Context: an optimization exercise on an open-source flow, tuned for small area, a short achievable clock period and few clock cycles. The choices shown serve that exercise and are no tape-out recipe. The RTL was checked by simulation tests, not by an equivalence proof against the original design. Power and IR drop assume default switching activity.

==> flow/design.v (excerpt) <==
module core #(                              
	parameter ADDR_W = 32,
	parameter INST_W = 32,
	parameter DATA_W = 32
)(
	input                   i_clk,
	input                   i_rst_n,
	output     [ ADDR_W-1 : 0 ] o_i_addr,
	input      [ INST_W-1 : 0 ] i_i_inst,
	output reg                  o_d_wen,
	output     [ ADDR_W-1 : 0 ] o_d_addr,
	output     [ DATA_W-1 : 0 ] o_d_wdata,
	input      [ DATA_W-1 : 0 ] i_d_rdata,
	output reg [    1 : 0 ] o_status,
	output reg              o_status_valid
);
reg  [9:0]  pc_f;           
reg  [9:0]  pc_d;           
reg  [10:0] d_pc4;          
reg         d_valid;
reg  [9:0]  nxt_r;          
reg         stopped;        
reg         x_valid;
reg         x_ok_t, x_ok_n;  
reg         p_br, p_taken;   
reg  [31:0] x_a, x_b;
reg  [15:0] x_imm;
reg  [4:0]  x_rd;
reg         x_wr, x_lw, x_sw, x_eof, x_itype;
reg         x_add, x_sub, x_addu, x_subu, x_and, x_or, x_nor, x_slt;
reg         x_br, x_beq;
reg  [9:0]  x_tgt, x_pc4;
reg         x_oor_t, x_oor_n;
reg         x_sm_a, x_sw_a, x_sb_a, x_sr_a;
  ...
Settings: LEC_CHECK=0, ABC_CLOCK_PERIOD_IN_PS=4000, CAP_MARGIN=20, CORE_MARGIN=2, CORE_UTILIZATION=40, CTS_CLUSTER_DIAMETER=80, CTS_CLUSTER_SIZE=20, SLEW_MARGIN=20; clock period 12.0 ns.
standard.sh (not shown) runs the stock make flow with config.mk's settings and CLKGATE_MAP_FILE= SYNTH_SCRIPT=/design/flow/synth_recipe.tcl, a recipe that flattens the netlist after the stock synthesis.
==> flow/flow/run.sh <==
#!/bin/bash
# Standard ORFS layout (the standard.sh) with:
#  - repair_timing asked to leave extra setup slack, so the design runs well
#    below the clock period;
#  - port buffers of a small fast cell (buf_2) rather than the default pick.
# Clock tree sink clusters are set in config.mk.
# make's own output goes to flow_make.log; ORFS keeps each step's log under orfs/logs.
set -euo pipefail
bash standard.sh SETUP_SLACK_MARGIN=8.3 \
  "BUFFER_PORTS_ARGS=-buffer_cell sky130_fd_sc_hd__buf_2" \
  finish > flow_make.log 2>&1
The baseline finished with timing, DRC and antenna clean.
Testbench counts at the start, summed over its fixed seeds: cycles 39,584.
Then changed:
--- a/flow/flow/run.sh
+++ b/flow/flow/run.sh
@@ -5,3 +5,2 @@
 #  - port buffers of a small fast cell (buf_2) rather than the default pick.
-# Clock tree sink clusters are set in config.mk.
 # make's own output goes to flow_make.log; ORFS keeps each step's log under orfs/logs.
Settings changed: CTS_CLUSTER_DIAMETER 80 to unset, CTS_CLUSTER_SIZE 20 to unset.
=> The changed run finished clean; clock power increases by well over a third; total power increases by about a fifth; non-clock buffer count decreases by 43; final cell count increases slightly; synthesized cell count stays the same.

Another version of the RTL of core (not shown whole).
For scale: ~4300 cells after synthesis, ~1300 flip-flops, ~170 I/O pins.
export LEC_CHECK = 0
export ABC_CLOCK_PERIOD_IN_PS = 4000
export CAP_MARGIN = 20
export CORE_MARGIN = 2
export CORE_UTILIZATION = 40
export CTS_CLUSTER_DIAMETER = 100
export CTS_CLUSTER_SIZE = 30
export SLEW_MARGIN = 20
create_clock -name core_clock -period 12.0 [get_ports {i_clk}]
==> flow/flow/run.sh <==
#!/bin/bash
# Standard ORFS layout (the standard.sh) with:
#  - repair_timing asked to leave extra setup slack, so the design runs well
#    below the clock period;
#  - port buffers of a small fast cell (buf_2) rather than the default pick;
#  - a clock tree of clkbuf_8 cells.
set -euo pipefail
bash standard.sh SETUP_SLACK_MARGIN=8.0 \
  "BUFFER_PORTS_ARGS=-buffer_cell sky130_fd_sc_hd__buf_2" \
  finish > flow_make.log 2>&1
Testbench counts at the start, summed over its fixed seeds: cycles 39,584.
Rerun with:
CTS_BUF_LIST = sky130_fd_sc_hd__clkbuf_8   (was not set)
CTS_CLUSTER_DIAMETER = not set   (was 100)
CTS_CLUSTER_SIZE = not set   (was 30)
Sequential share of layout area falls by 0.72 points. Worst hold slack gets worse by 3.2 ps. Synthesized area stays the same. Via count rises by 2.3%. Wire length rises by 1.1%. Maximum frequency rises by 4.1%. Global-route usage falls by 0.27 points. Synthesized cell count does not change.
Rerun with:
==> flow/flow/run.sh (replaced) <==
#!/bin/bash
# Standard ORFS layout (the standard.sh) with:
#  - repair_timing asked to leave extra setup slack, so the design runs well
#    below the clock period;
#  - port buffers of a small fast cell (buf_2) rather than the default pick.
# Clock tree sink clusters are set in config.mk.
# make's own output goes to flow_make.log; ORFS keeps each step's log under orfs/logs.
set -euo pipefail
bash standard.sh SETUP_SLACK_MARGIN=8.2 \
  "BUFFER_PORTS_ARGS=-buffer_cell sky130_fd_sc_hd__buf_2" \
  finish > flow_make.log 2>&1
CTS_BUF_LIST = not set   (was sky130_fd_sc_hd__clkbuf_8)
CTS_CLUSTER_DIAMETER = 80   (was not set)
CTS_CLUSTER_SIZE = 20   (was not set)
=> Power came out lower by a few percent; clock power came out lower by about a fifth; routed wire length came out higher slightly; non-clock buffer count came out higher by 79; synthesized cell count does not change; clock-buffer cell count came out lower by 119; setup slack degrades by 310 ps.

core, a different RTL version from the one above (not shown whole).
Size: ~4000 cells after synthesis, ~170 I/O pins, about 66000 um^2 of cells after synthesis.
Settings: LEC_CHECK=0, ABC_CLOCK_PERIOD_IN_PS=4000, CAP_MARGIN=20, CORE_MARGIN=2, CORE_UTILIZATION=40, CTS_CLUSTER_DIAMETER=80, CTS_CLUSTER_SIZE=20, SLEW_MARGIN=20, SYNTH_HIERARCHICAL=1; clock period 12.0 ns.
==> flow/flow/run.sh <==
#!/bin/bash
# Standard ORFS layout (the standard.sh) with:
#  - repair_timing asked to leave extra setup slack, so the design runs well
#    below the clock period;
#  - port buffers of a small fast cell (buf_2) rather than the default pick.
# Clock tree sink clusters are set in config.mk.
# make's own output goes to flow_make.log; ORFS keeps each step's log under orfs/logs.
set -euo pipefail
bash standard.sh SETUP_SLACK_MARGIN=8.5 \
  "BUFFER_PORTS_ARGS=-buffer_cell sky130_fd_sc_hd__buf_2" \
  finish > flow_make.log 2>&1
The baseline completed with no timing, DRC or antenna violations.
Testbench counts at the start, summed over its fixed seeds: cycles 39,776.
Edit:
--- a/flow/flow/run.sh
+++ b/flow/flow/run.sh
@@ -7,5 +7,5 @@
 # make's own output goes to flow_make.log; ORFS keeps each step's log under orfs/logs.
 set -euo pipefail
-bash standard.sh SETUP_SLACK_MARGIN=8.5 \
+bash standard.sh SETUP_SLACK_MARGIN=8.3 \
   "BUFFER_PORTS_ARGS=-buffer_cell sky130_fd_sc_hd__buf_2" \
   finish > flow_make.log 2>&1
Outcome:
- total power goes down by 0.74%
- non-clock buffer count drops by 106
- utilization came out lower by 1.2 points
- die area does not change
- worst setup slack gains 6.5 ps
- routed wire length falls by 0.35%
- area after synthesis is unchanged
- first-iteration DRC count goes up by 5.5%
- final cell count went down by 1.4%
- fmax is about the same

run A:
core, a different RTL version from the one above (not shown whole).
Size in the first run: roughly 3800 cells after synthesis, roughly 170 I/O pins, ~0.065 sq mm of cells after synthesis.
Settings: LEC_CHECK=0, ABC_CLOCK_PERIOD_IN_PS=4000, CAP_MARGIN=20, CORE_MARGIN=2, CORE_UTILIZATION=40, CTS_CLUSTER_DIAMETER=80, CTS_CLUSTER_SIZE=20, SLEW_MARGIN=20, SYNTH_HIERARCHICAL=1; clock period 12.0 ns.
==> flow/flow/run.sh <==
#!/bin/bash
# Standard ORFS layout (the standard.sh) with:
#  - repair_timing asked to leave extra setup slack, so the design runs well
#    below the clock period;
#  - port buffers of a small fast cell (buf_2) rather than the default pick.
# Clock tree sink clusters are set in config.mk.
# make's own output goes to flow_make.log; ORFS keeps each step's log under orfs/logs.
set -euo pipefail
bash standard.sh SETUP_SLACK_MARGIN=7.6 \
  "BUFFER_PORTS_ARGS=-buffer_cell sky130_fd_sc_hd__buf_2" \
  finish > flow_make.log 2>&1
Run A went all the way through synthesis, placement and routing and the layout is clean on timing, DRC and antenna.
Testbench counts of run A, summed over its fixed seeds: cycles 39,787.
What run B does differently from run A at the input level:
-- flow/flow/run.sh --
<<< run A, line 9
bash standard.sh SETUP_SLACK_MARGIN=7.6 \
>>> run B, line 9
bash standard.sh SETUP_SLACK_MARGIN=8.3 \
--- outcome ---
Start point of the critical path: i_i_inst[0] -> run B, i_i_inst[17] -> run A
Every run in the comparison, run A and run B, completed the flow with a clean layout.
Run B vs. run A: area used by multi-input combinational logic higher, die area did not really move, power after layout grew by 290 uW, count of clock-buffer cells in the layout increased 10, relative contribution of combinational cells to total power +2.9 points.
Looking at biggest cell delay along the critical path across run A and run B, the one that comes out lower is run B.
Input changes introduced in run C (baseline for comparison: run B):
-- flow/flow/run.sh --
<<< run B, line 9
bash standard.sh SETUP_SLACK_MARGIN=8.3 \
>>> run C, line 9
bash standard.sh SETUP_SLACK_MARGIN=7.3 \
==> results.txt <==
Run C and run B all finish clean.
On sequential power, run C and run B are neck and neck.
Run B → run C: fraction of met2 tracks used by global routing decreased by 4.6 points relative to the old numbers; power consumed by combinational cells now sits lower; overall routed net length down about 10%.
Compared with run B, run C shows internal portion of total power that has gone down by a few percent.
Looking at setup slack, run C sits 0.54 ns below run B.
Worst-case reg-to-reg path depth was higher in run C than in run B.
The cell at the slowest stage of the critical path comes out buf_4 in one run and o31a_1 in the other, namely in run C and run B respectively.
The lower part of the power in registers came out of run B.
Max clock network power share across run C and run B: run C
The post-cts resize count in run B is 10 times that in run C.
Run C against run B; cell area is down by a few percent.
Looking at top layer reached by signal wires, the met5 result is from run B; the met4 one comes from run C.
What run D does differently from run C at the input level:
-- flow/flow/run.sh --
<<< run C, line 9
bash standard.sh SETUP_SLACK_MARGIN=7.3 \
>>> run D, line 9
bash standard.sh SETUP_SLACK_MARGIN=7.9 \
Lower count of clock-buffer cells in the layout goes to run C over run D.
The longest individual stage delay on the worst path of run D is lower than that of run C.
Between run C and run D, the difference in total area of sequential cells is negligible.
From run C to run D the numbers moved as follows: hold slack rose 0.0068 ns, count of placed standard cells in the final layout, fillers left out rose 40, global-route wire length before repair rose 3.5%.
A cell with the biggest individual delay on the critical path of buf_4 is what run C shows, while or2_4 belongs to run D.
In run D, post-placement worst setup slack is higher than in run C.
Looking at origin of the worst setup path, the i_i_inst[23] result is from run D; the i_i_inst[17] one comes from run C.

-- afterwards: timing with drivers on the ports --
Ports are ideal in the flow. The routed layouts listed here were re-timed in OpenROAD.
Step 1 (the two cells are an assumption about what drives the block):
set clk [get_ports {i_clk}]
set_driving_cell -lib_cell sky130_fd_sc_hd__clkbuf_16 $clk
set_driving_cell -lib_cell sky130_fd_sc_hd__buf_2 [delete_from_list [all_inputs] $clk]
Step 2 moves the port delays by t, midway between the first and last clock arrival at a register: inputs arrive t later, outputs are due t later. That takes back most of the time a late clock gives input paths.
a / b / c = ideal ports / drivers / drivers and shift; a / b = the first two.
| run | t (ns) | slack for setup (ns) | worst register clock-pin slew, ns |
|---|---|---|---|
| the first run of note 1 | 0.788 | 7.903 / 7.793 / 7.006 | 0.09 / 0.09 |
| the second run of note 1 | 0.877 | 7.996 / 7.870 / 6.992 | 0.07 / 0.07 |
| the first run of note 2 | 0.800 | 7.793 / 7.529 / 6.729 | 0.12 / 0.12 |
| the second run of note 2 | 1.011 | 7.961 / 7.742 / 6.731 | 0.07 / 0.07 |
| the third run of note 2 | 0.782 | 7.653 / 7.467 / 6.684 | 0.10 / 0.10 |
| the first run of note 3 | 0.806 | 7.663 / 7.528 / 6.722 | 0.09 / 0.09 |
| the second run of note 3 | 0.798 | 7.669 / 7.561 / 6.763 | 0.09 / 0.09 |
| run A | 0.784 | 7.622 / 7.509 / 6.725 | 0.09 / 0.09 |
| run B | 0.785 | 7.883 / 7.801 / 7.016 | 0.10 / 0.10 |
| run C | 0.772 | 7.348 / 7.332 / 6.560 | 0.09 / 0.09 |
| run D | 0.788 | 7.861 / 7.687 / 6.898 | 0.09 / 0.09 |
After both steps setup and hold are still met in every run listed. The setup slack of the second run of note 2, which loses most, moves by -0.219 ns with the drivers and by -1.230 ns with both steps.
